This is an optimization exercise on Yosys and OpenROAD, whose aim is small area, a short achievable clock period and few clock cycles per item, not a production implementation. Where RTL was checked, it was by simulation tests only, not by an equivalence proof against the original.

## north
## melendez_mult
module melendez_mult (rst, clk, multiplier, multiplicand, product, done);
  input rst, clk;
  input [31:0] multiplier, multiplicand;
  output [63:0] product;
  output done;
  reg [2:0] cnt;           
  reg done_q;                   
  reg first_q;                  
  reg [6:0] dig_q;           
  reg [31:0] s_q;           
  reg [30:0] c_q;           
  reg [6:0] pa_q;           
  reg [6:0] pb_q;           
  reg lc_q;                     
  reg [27:0] lo_q;          
  assign done = done_q;
  wire [34:0] mpad = {{3{1'b0}}, multiplier};
  wire [6:0] dig = first_q ? multiplier[6:0] : dig_q;
  reg [6:0] dig_next;
  always @(*)
    case (cnt)
      0: dig_next = mpad[13:7];
      1: dig_next = mpad[20:14];
      2: dig_next = mpad[27:21];
      3: dig_next = mpad[34:28];
      default: dig_next = 7'd0;
    endcase
  wire [31:0] s_in;
  wire [30:0] c_in;
  mm_or u_so0 (.a(s_q[0]), .b(first_q), .y(s_in[0]));
  mm_or u_so1 (.a(s_q[1]), .b(first_q), .y(s_in[1]));
  mm_or u_so2 (.a(s_q[2]), .b(first_q), .y(s_in[2]));
  mm_or u_so3 (.a(s_q[3]), .b(first_q), .y(s_in[3]));
  mm_or u_so4 (.a(s_q[4]), .b(first_q), .y(s_in[4]));
  mm_or u_so5 (.a(s_q[5]), .b(first_q), .y(s_in[5]));
  mm_or u_so6 (.a(s_q[6]), .b(first_q), .y(s_in[6]));
  mm_or u_so7 (.a(s_q[7]), .b(first_q), .y(s_in[7]));
  mm_or u_so8 (.a(s_q[8]), .b(first_q), .y(s_in[8]));
  mm_or u_so9 (.a(s_q[9]), .b(first_q), .y(s_in[9]));
  mm_or u_so10 (.a(s_q[10]), .b(first_q), .y(s_in[10]));
  mm_or u_so11 (.a(s_q[11]), .b(first_q), .y(s_in[11]));
  ...
Settings: LEC_CHECK=0, CAP_MARGIN=20, CORE_MARGIN=2, CORE_UTILIZATION=40, CTS_BUF_LIST=sky130_fd_sc_hd__clkbuf_8, SETUP_SLACK_MARGIN=1.25, SLEW_MARGIN=20, SYNTH_HIERARCHICAL=1, SYNTH_MINIMUM_KEEP_SIZE=0; clock period 5.0 ns.
standard.sh (not shown) runs the stock make flow with config.mk's settings and CLKGATE_MAP_FILE= SYNTH_SCRIPT=/design/flow/synth_recipe.tcl, a recipe that flattens the netlist after the stock synthesis.
==> flow/flow/run.sh <==
#!/bin/bash
set -euo pipefail
export BUFFER_PORTS_ARGS="-buffer_cell sky130_fd_sc_hd__buf_2"
bash standard.sh > standard_flow.log 2>&1
north finished every stage and its layout cleared the timing, DRC and antenna checks.
Testbench counts of north, summed over its fixed seeds: cycles 2,680, products 384.
Input-level comparison between south and north:
# north
export LEC_CHECK = 0
export CAP_MARGIN = 20
export CORE_MARGIN = 2
export CORE_UTILIZATION = 40
export CTS_BUF_LIST = sky130_fd_sc_hd__clkbuf_8
export SETUP_SLACK_MARGIN = 1.25
export SLEW_MARGIN = 20
export SYNTH_HIERARCHICAL = 1
export SYNTH_MINIMUM_KEEP_SIZE = 0
create_clock -name core_clock -period 5.0 [get_ports {clk}]
# south
export LEC_CHECK = 0
export CAP_MARGIN = 20
export CORE_MARGIN = 2
export CORE_UTILIZATION = 40
export SETUP_SLACK_MARGIN = 1.25
export SLEW_MARGIN = 20
export SYNTH_HIERARCHICAL = 1
export SYNTH_MINIMUM_KEEP_SIZE = 0
create_clock -name core_clock -period 5.0 [get_ports {clk}]
### Flow results
- The flow did not stop early for south: all stages ran, and the layout cleared the timing, DRC and antenna checks.
- For routed wire length, south and north come out practically identical.
- Global-route wire length before repair: south vs north down 0.43%
- south can be clocked faster than north.
- From north to south the numbers moved as follows: actual transition at the worst max-transition pin now sits lower, via count fell by 26.

========
before:
Another version of the RTL of melendez_mult (not shown whole).
For scale: ~760 cells after synthesis, ~130 I/O pins, ~9800 µm² of cells after synthesis.
Settings: LEC_CHECK=0, CAP_MARGIN=20, CORE_MARGIN=2, CORE_UTILIZATION=40, SETUP_SLACK_MARGIN=1.25, SLEW_MARGIN=20, SYNTH_HIERARCHICAL=1, SYNTH_MINIMUM_KEEP_SIZE=0; clock period 5.0 ns.
Scripts as last shown in full above: flow/flow/run.sh
before went all the way through the flow, and no timing, DRC or antenna check failed.
The inputs of after differ from those of before as listed below.
- SETUP_SLACK_MARGIN now 2.0, was 1.25
Results
after finished end to end and its layout was clean on timing, DRC and antenna.
Compared with before, after ends up with more cell area.
Compared with before, in after required arrival time at the worst endpoint level, number of setup buffers added after CTS moved up.
Compared with before, in after iteration count of the initial detailed-routing pass saw an increase; setup slack higher.
The delay contributed by the slowest stage of the critical path in after sits 0.02 ns above the value recorded for before.
Of the two values seen for end point of the critical path, product[50] was produced by after and product[62] by before.
No run of this note included a check of the RTL's function; only the layout flow was run.

========
== run 1 ==
Another version of the RTL of melendez_mult (not shown whole).
Size: about 1000 cells after synthesis, roughly 120 flip-flops, ~0.013 mm2 of cells after synthesis.
clock: 5.0 ns
lec_check: 0
cap_margin: 20
core_margin: 2
core_utilization: 40
setup_slack_margin: 0.75
slew_margin: 20
synth_hierarchical: 1
synth_minimum_keep_size: 0
Scripts as last shown in full above: flow/flow/run.sh
Testbench counts of run 1, summed over its fixed seeds: cycles 2,296, products 384.
--- input diff run 1..run 2 ---
- swapping 0.75 for 1.25 in SETUP_SLACK_MARGIN
==> comparison <==
- Sort run 2 and run 1 by number of clock buffer instances in the layout asc -> top: run 2
- In run 2 relative to run 1, pin count of the biggest net entering global routing had gone down by more than 10%.
- Relative to run 1, the cell area measured on run 2 has increased by more than 10%.
- Compared with run 1, run 2 shows a non-clock inverter instance count of the final layout that is 6.1% higher.
- For detailed-route wire length, dividing the value from run 1 by the value from run 2 gives 0.920.
- Taking run 1 as the reference, in run 2 setup slack after layout increased by 0.40 ns relative to the old numbers, total CTS buffers closely matched the old numbers.
#### Input delta (run 3 over run 2)
- CTS_BUF_LIST now sky130_fd_sc_hd__clkbuf_4 sky130_fd_sc_hd__clkbuf_8, previously not set
- SETUP_SLACK_MARGIN now 1.1, was 1.25
==> flow/flow/run.sh <==
#!/bin/bash
set -euo pipefail
export BUFFER_PORTS_ARGS="-buffer_cell sky130_fd_sc_hd__buf_2"
bash standard.sh synth > flow_synth.log 2>&1
odb=orfs/results/sky130hd/melendez_mult/base/1_synth.odb
openroad -no_init -exit flow/downsize.tcl > flow_downsize.log 2>&1
bash standard.sh > flow_layout.log 2>&1
==> flow/flow/downsize.tcl (new file) <==
# Set every logic gate of the synthesized netlist to the smallest drive strength of
# its family (flip-flops, adders, buffers, inverters and tie cells are left alone).
set odb orfs/results/sky130hd/melendez_mult/base/1_synth.odb
read_db $odb
set db [ord::get_db]
set block [ord::get_db_block]
set n 0
set before 0.0
set after 0.0
foreach inst [$block getInsts] {
  set m [$inst getMaster]
  set name [$m getName]
  if {![regexp {^(sky130_fd_sc_hd__([a-z0-9]+))_([0-9]+)$} $name -> base fam drive]} { continue }
  if {[regexp {^(buf|inv|clkbuf|clkinv|clkinvlp|dfxtp|edfxtp|dfxbp|dfrtp|dfstp|fa|ha|conb|dlygate|clkdlybuf|dlymetal|bufbuf|lpflow|tap|fill|decap|mux2i|mux2)} $fam]} { continue }
  set best ""
  foreach d {1 0} {
    set cand [$db findMaster ${base}_$d]
    if {$cand != "NULL"} { set best $cand; break }
  }
  if {$best == "" || [$best getName] == $name} { continue }
  set before [expr {$before + [$m getWidth] * [$m getHeight] / 1e6}]
  set after [expr {$after + [$best getWidth] * [$best getHeight] / 1e6}]
  if {[$inst swapMaster $best]} { incr n }
}
puts "downsized $n instances: area $before -> $after um2"
write_db $odb
[summary]
- Delta (run 3 minus run 2): cell count shows a reduction of 2.8%; via count went down by 88; global-route total usage across every layer higher.
- Sort run 2 and run 3 by final design area excluding fillers, ascending, and run 3 comes first.
- For the sequential fraction of total cell area, run 3 came in 3.3 points higher than run 2 did.
- The post-CTS repair timing setup buffer count of run 3 falls short of that of run 2 by 8.
diff inputs: run 3 => run 4
- SETUP_SLACK_MARGIN: 1.1 -> 1.25
- CTS_BUF_LIST: sky130_fd_sc_hd__clkbuf_4 sky130_fd_sc_hd__clkbuf_8 -> unset
- ABC_AREA: unset -> 1
==> flow/flow/run.sh <==
#!/bin/bash
set -euo pipefail
export BUFFER_PORTS_ARGS="-buffer_cell sky130_fd_sc_hd__buf_2"
bash standard.sh > standard_flow.log 2>&1
removed: flow/flow/downsize.tcl
==> run notes <==
Summary of run 4 over run 3: detailed-route wire length per cell decreased 5.1 um; critical path depth increased 4; cell area increased 0.0032 mm2; hold slack decreased 0.070 ns.
On area of the mapped netlist, the higher figure sits with run 4, not run 3.
First-pass GRT wire length ends up lower on run 3.
## Diff of input files: run 5 against run 4
- putting CTS_BUF_LIST at sky130_fd_sc_hd__clkbuf_4 sky130_fd_sc_hd__clkbuf_8 where nothing was set
- clearing ABC_AREA, which used to be 1
- swapping 1.25 for 1.0 in SETUP_SLACK_MARGIN
==> flow/flow/run.sh <==
#!/bin/bash
set -euo pipefail
export BUFFER_PORTS_ARGS="-buffer_cell sky130_fd_sc_hd__buf_2"
bash standard.sh synth > flow_synth.log 2>&1
odb=orfs/results/sky130hd/melendez_mult/base/1_synth.odb
openroad -no_init -exit flow/downsize.tcl > flow_downsize.log 2>&1
bash standard.sh > flow_layout.log 2>&1
==> flow/flow/downsize.tcl (new file) <==
# Set every logic gate of the synthesized netlist to the smallest drive strength of
# its family (flip-flops, adders, buffers, inverters and tie cells are left alone).
set odb orfs/results/sky130hd/melendez_mult/base/1_synth.odb
read_db $odb
set db [ord::get_db]
set block [ord::get_db_block]
set n 0
set before 0.0
set after 0.0
foreach inst [$block getInsts] {
  set m [$inst getMaster]
  set name [$m getName]
  if {![regexp {^(sky130_fd_sc_hd__([a-z0-9]+))_([0-9]+)$} $name -> base fam drive]} { continue }
  if {[regexp {^(buf|inv|clkbuf|clkinv|clkinvlp|dfxtp|edfxtp|dfxbp|dfrtp|dfstp|fa|ha|conb|dlygate|clkdlybuf|dlymetal|bufbuf|lpflow|tap|fill|decap|mux2i|mux2)} $fam]} { continue }
  set best ""
  foreach d {1 0} {
    set cand [$db findMaster ${base}_$d]
    if {$cand != "NULL"} { set best $cand; break }
  }
  if {$best == "" || [$best getName] == $name} { continue }
  set before [expr {$before + [$m getWidth] * [$m getHeight] / 1e6}]
  set after [expr {$after + [$best getWidth] * [$best getHeight] / 1e6}]
  if {[$inst swapMaster $best]} { incr n }
}
puts "downsized $n instances: area $before -> $after um2"
write_db $odb
A launch point of the critical path of pa_q[2]$_DFFE_PN_ is what run 5 shows, while multiplier[2] belongs to run 4.
In the flow results for run 5 and run 4, the share of final layout cell area taken by clock buffers and inverters is larger on run 4.
The wire length after detailed routing reported for run 5 is smaller than that of run 4 by about 24%.
The post-route clock period utilization reported for run 5 is greater than that of run 4 by 4.0 points.

========
## run A
melendez_mult with an RTL version that a note above also has.
For scale: ~760 cells after synthesis, ~130 I/O pins.
export LEC_CHECK = 0
export CAP_MARGIN = 20
export CORE_MARGIN = 2
export CORE_UTILIZATION = 40
export SETUP_SLACK_MARGIN = 1.5
export SLEW_MARGIN = 20
export SYNTH_HIERARCHICAL = 1
export SYNTH_MINIMUM_KEEP_SIZE = 0
create_clock -name core_clock -period 5.0 [get_ports {clk}]
==> flow/flow/run.sh <==
#!/bin/bash
set -euo pipefail
export BUFFER_PORTS_ARGS="-buffer_cell sky130_fd_sc_hd__buf_2"
bash standard.sh > standard_flow.log 2>&1
Inputs modified between run A and run B:
Settings: swapping 1.5 for 2.5 in SETUP_SLACK_MARGIN.
==> run notes <==
From run A to run B the numbers moved as follows: met2 wirelength from detailed routing shows an increase of about 20%, met2 track utilization from global routing shows an increase of 5.7 points.
On run B: count of buffers added by post-CTS timing repair for setup is about 170% higher than what run A gave.
Setup slack was higher in the run labelled run A.
Run B against run A: number of non-filler instances in the completed layout now larger; final wirelength now larger.
The non-clock buffer count in the final layout reported for run B is greater than that of run A by about 35%.
Relative to run A, the relative area of non-clock buffer cells in the final design of run B is higher by 6.1 points.
Result: PASS for each of run A and run B
Function was not checked in any run of this note: the RTL went through the layout flow alone.

========
quartz:
melendez_mult with an RTL version that a note above also has.
Size in the first run: about 130 I/O pins.
clock: 5.0 ns
lec_check: 0
cap_margin: 20
core_margin: 2
core_utilization: 40
setup_slack_margin: 1.0
slew_margin: 20
synth_hierarchical: 1
synth_minimum_keep_size: 0
Scripts as last shown in full above: flow/flow/run.sh
No stage failed in quartz, and the final checks on the layout all came back clean.
Testbench counts of quartz, summed over its fixed seeds: cycles 2,680, products 384.
Inputs modified between quartz and maple:
Settings: swapping 1.0 for 1.25 in SETUP_SLACK_MARGIN.
==> flow/flow/run.sh <==
#!/bin/bash
set -euo pipefail
export BUFFER_PORTS_ARGS="-buffer_cell sky130_fd_sc_hd__buf_2"
bash standard.sh synth > flow_synth.log 2>&1
odb=orfs/results/sky130hd/melendez_mult/base/1_synth.odb
openroad -no_init -exit flow/downsize.tcl > flow_downsize.log 2>&1
bash standard.sh > flow_layout.log 2>&1
==> flow/flow/downsize.tcl (new file) <==
# Set every logic gate of the synthesized netlist to the smallest drive strength of
# its family (flip-flops, adders, buffers, inverters and tie cells are left alone).
set odb orfs/results/sky130hd/melendez_mult/base/1_synth.odb
read_db $odb
set db [ord::get_db]
set block [ord::get_db_block]
set n 0
set before 0.0
set after 0.0
foreach inst [$block getInsts] {
  set m [$inst getMaster]
  set name [$m getName]
  if {![regexp {^(sky130_fd_sc_hd__([a-z0-9]+))_([0-9]+)$} $name -> base fam drive]} { continue }
  if {[regexp {^(buf|inv|clkbuf|clkinv|clkinvlp|dfxtp|edfxtp|dfxbp|dfrtp|dfstp|fa|ha|conb|dlygate|clkdlybuf|dlymetal|bufbuf|lpflow|tap|fill|decap|mux2i|mux2)} $fam]} { continue }
  set best ""
  foreach d {1 0} {
    set cand [$db findMaster ${base}_$d]
    if {$cand != "NULL"} { set best $cand; break }
  }
  if {$best == "" || [$best getName] == $name} { continue }
  set before [expr {$before + [$m getWidth] * [$m getHeight] / 1e6}]
  set after [expr {$after + [$best getWidth] * [$best getHeight] / 1e6}]
  if {[$inst swapMaster $best]} { incr n }
}
puts "downsized $n instances: area $before -> $after um2"
write_db $odb
## What came out
The faster design of the two is maple; quartz tops out lower.
| data arrival at the endpoint of the critical path | higher: quartz |
Floorplan die area ends up higher on quartz.
The following lists how cedar was set up differently from maple:
Settings: SETUP_SLACK_MARGIN now 1.5, was 1.25.
==> flow/flow/run.sh <==
#!/bin/bash
set -euo pipefail
export BUFFER_PORTS_ARGS="-buffer_cell sky130_fd_sc_hd__buf_2"
bash standard.sh > standard_flow.log 2>&1
removed: flow/flow/downsize.tcl
==> run notes <==
cedar completed end to end with timing, DRC and antenna clean. NOTE: highest clock frequency the design can meet in cedar exceeds that of maple.

========
== alpha ==
melendez_mult with an RTL version that a note above also has.
For scale: about 1000 cells after synthesis, ~130 I/O pins.
export LEC_CHECK = 0
export CAP_MARGIN = 20
export CORE_MARGIN = 2
export CORE_UTILIZATION = 40
export SETUP_SLACK_MARGIN = 0.75
export SLEW_MARGIN = 20
export SYNTH_HIERARCHICAL = 1
export SYNTH_MINIMUM_KEEP_SIZE = 0
create_clock -name core_clock -period 5.0 [get_ports {clk}]
==> flow/flow/run.sh <==
#!/bin/bash
set -euo pipefail
export BUFFER_PORTS_ARGS="-buffer_cell sky130_fd_sc_hd__buf_2"
bash standard.sh synth > flow_synth.log 2>&1
odb=orfs/results/sky130hd/melendez_mult/base/1_synth.odb
openroad -no_init -exit flow/downsize.tcl > flow_downsize.log 2>&1
bash standard.sh > flow_layout.log 2>&1
==> flow/flow/downsize.tcl <==
# Set every logic gate of the synthesized netlist to the smallest drive strength of
# its family (flip-flops, adders, buffers, inverters and tie cells are left alone).
set odb orfs/results/sky130hd/melendez_mult/base/1_synth.odb
read_db $odb
set db [ord::get_db]
set block [ord::get_db_block]
set n 0
set before 0.0
set after 0.0
foreach inst [$block getInsts] {
  set m [$inst getMaster]
  set name [$m getName]
  if {![regexp {^(sky130_fd_sc_hd__([a-z0-9]+))_([0-9]+)$} $name -> base fam drive]} { continue }
  if {[regexp {^(buf|inv|clkbuf|clkinv|clkinvlp|dfxtp|edfxtp|dfxbp|dfrtp|dfstp|fa|ha|conb|dlygate|clkdlybuf|dlymetal|bufbuf|lpflow|tap|fill|decap|mux2i|mux2)} $fam]} { continue }
  set best ""
  foreach d {1 0} {
    set cand [$db findMaster ${base}_$d]
    if {$cand != "NULL"} { set best $cand; break }
  }
  if {$best == "" || [$best getName] == $name} { continue }
  set before [expr {$before + [$m getWidth] * [$m getHeight] / 1e6}]
  set after [expr {$after + [$best getWidth] * [$best getHeight] / 1e6}]
  if {[$inst swapMaster $best]} { incr n }
}
puts "downsized $n instances: area $before -> $after um2"
write_db $odb
Testbench counts of alpha, summed over its fixed seeds: cycles 2,296, products 384.
For beta, these inputs were changed with respect to alpha:
==> flow/flow/run.sh <==
#!/bin/bash
set -euo pipefail
export BUFFER_PORTS_ARGS="-buffer_cell sky130_fd_sc_hd__buf_2"
bash standard.sh > standard_flow.log 2>&1
--- a/flow/config.mk
+++ b/flow/config.mk
@@ -10,3 +10,3 @@
 export CORE_UTILIZATION = 40
-export SETUP_SLACK_MARGIN = 0.75
+export SETUP_SLACK_MARGIN = 1.0
 export SLEW_MARGIN = 20
removed: flow/flow/downsize.tcl
On clock tree skew after final layout, beta tracks alpha almost exactly.
Ratio of routed vias to standard cells on beta is down relative to alpha.
Per the comparison of beta with alpha, wire length saw an increase; global-route wire length before repair saw an increase; post-layout net count saw an increase; post-layout minimum cycle time saw a decrease; global router's overall resource usage saw a decrease.
When beta is measured against alpha, its overall die width turns out 7.5 um higher.
The number of global-route vias before repair number comes out lower for beta vs alpha.
Inputs modified between beta and gamma:
==> flow/flow/run.sh <==
#!/bin/bash
set -euo pipefail
export BUFFER_PORTS_ARGS="-buffer_cell sky130_fd_sc_hd__buf_2"
bash standard.sh synth > flow_synth.log 2>&1
odb=orfs/results/sky130hd/melendez_mult/base/1_synth.odb
openroad -no_init -exit flow/downsize.tcl > flow_downsize.log 2>&1
bash standard.sh > flow_layout.log 2>&1
==> flow/flow/downsize.tcl (new file) <==
# Set every logic gate of the synthesized netlist to the smallest drive strength of
# its family (flip-flops, adders, buffers, inverters and tie cells are left alone).
set odb orfs/results/sky130hd/melendez_mult/base/1_synth.odb
read_db $odb
set db [ord::get_db]
set block [ord::get_db_block]
set n 0
set before 0.0
set after 0.0
foreach inst [$block getInsts] {
  set m [$inst getMaster]
  set name [$m getName]
  if {![regexp {^(sky130_fd_sc_hd__([a-z0-9]+))_([0-9]+)$} $name -> base fam drive]} { continue }
  if {[regexp {^(buf|inv|clkbuf|clkinv|clkinvlp|dfxtp|edfxtp|dfxbp|dfrtp|dfstp|fa|ha|conb|dlygate|clkdlybuf|dlymetal|bufbuf|lpflow|tap|fill|decap|mux2i|mux2)} $fam]} { continue }
  set best ""
  foreach d {1 0} {
    set cand [$db findMaster ${base}_$d]
    if {$cand != "NULL"} { set best $cand; break }
  }
  if {$best == "" || [$best getName] == $name} { continue }
  set before [expr {$before + [$m getWidth] * [$m getHeight] / 1e6}]
  set after [expr {$after + [$best getWidth] * [$best getHeight] / 1e6}]
  if {[$inst swapMaster $best]} { incr n }
}
puts "downsized $n instances: area $before -> $after um2"
write_db $odb
Notes after the runs:
On gamma: number of antenna violations at the first check in global routing is 2 lower than what beta gave.
gamma vs beta: synthesized area per cell down by a little under 10%
gamma: total buffers and inverters traversed by the critical path higher than beta
Going from beta to gamma, logic depth of the worst register-to-register path has increased; wire length on met3 has increased; count of clock-buffer cells in the layout has decreased.
Comparing the two runs side by side, gamma comes out ahead of beta on total die area.
First-iteration DRC count, beta and gamma: larger value in gamma
As far as final-stage net count is concerned, beta and gamma perform about the same.
For delta, these inputs were changed with respect to gamma:
--- a/flow/config.mk
+++ b/flow/config.mk
@@ -10,3 +10,4 @@
 export CORE_UTILIZATION = 40
-export SETUP_SLACK_MARGIN = 1.0
+export CTS_BUF_LIST = sky130_fd_sc_hd__clkbuf_4 sky130_fd_sc_hd__clkbuf_8
+export SETUP_SLACK_MARGIN = 0.9
 export SLEW_MARGIN = 20
==> comparison <==
- delta finished all stages; the layout is clean.
- Inserted tap cell count essentially unchanged between delta and gamma.
- Between delta and gamma, it is delta whose required time of the critical path is higher, by 1.20 ns.
- delta -> gamma: die area delta 0, exact match

==> port drivers added, routing unchanged <==
How much do the figures lean on ideal ports? The routed layouts below were timed once more, with nothing changed but the port constraints.
Step 1 sets driving cells, clkbuf_16 on the clock port and buf_2 on the other inputs (assumed; they add their load-dependent delay and slew).
Step 2 also shifts input and output timing later by t, the mid clock arrival at the registers, as if the neighbouring blocks saw the same clock.
Three values: ideal ports, drivers, drivers and shift; two values: the first two.
run | t (ns) | setup slack, ns | worst setup path after step 2 | slew at the worst register clock pin (ns)
north | 0.503 | 1.292 / 1.246 / 0.999 | input to register | 0.11 / 0.11
south | 0.474 | 1.335 / 1.284 / 0.990 | input to register | 0.08 / 0.08
before | 0.405 | 1.400 / 1.351 / 1.324 | input to register | 0.09 / 0.09
after | 0.411 | 1.443 / 1.396 / 1.504 | input to register | 0.09 / 0.09
run 1 | 0.467 | 0.869 / 0.822 / 0.533 | input to register | 0.07 / 0.07
run 2 | 0.480 | 1.272 / 1.221 / 0.815 | input to register | 0.07 / 0.07
run 3 | 0.510 | 1.119 / 1.078 / 0.693 | input to register | 0.10 / 0.10
run 4 | 0.476 | 1.295 / 1.252 / 0.826 | input to register | 0.07 / 0.07
run 5 | 0.501 | 1.093 / 1.046 / 0.622 | input to register | 0.09 / 0.09
run A | 0.407 | 1.517 / 1.469 / 1.348 | input to register | 0.09 / 0.09
run B | 0.412 | 1.418 / 1.369 / 1.495 | input to register | 0.09 / 0.09
quartz | 0.473 | 1.116 / 1.067 / 0.894 | input to register | 0.07 / 0.07
maple | 0.464 | 1.263 / 1.215 / 0.947 | input to register | 0.07 / 0.07
cedar | 0.475 | 1.282 / 1.234 / 1.045 | input to register | 0.07 / 0.07
alpha | 0.475 | 0.922 / 0.872 / 0.473 | input to register | 0.07 / 0.07
beta | 0.469 | 1.064 / 1.019 / 0.638 | input to register | 0.07 / 0.07
gamma | 0.474 | 1.052 / 1.003 / 0.673 | input to register | 0.07 / 0.07
delta | 0.498 | 0.983 / 0.958 / 0.500 | input to register | 0.09 / 0.09
After both steps every run listed still meets setup and hold. For delta, which loses most, drivers alone change the setup slack by -0.025 ns; drivers and shift together by -0.483 ns.
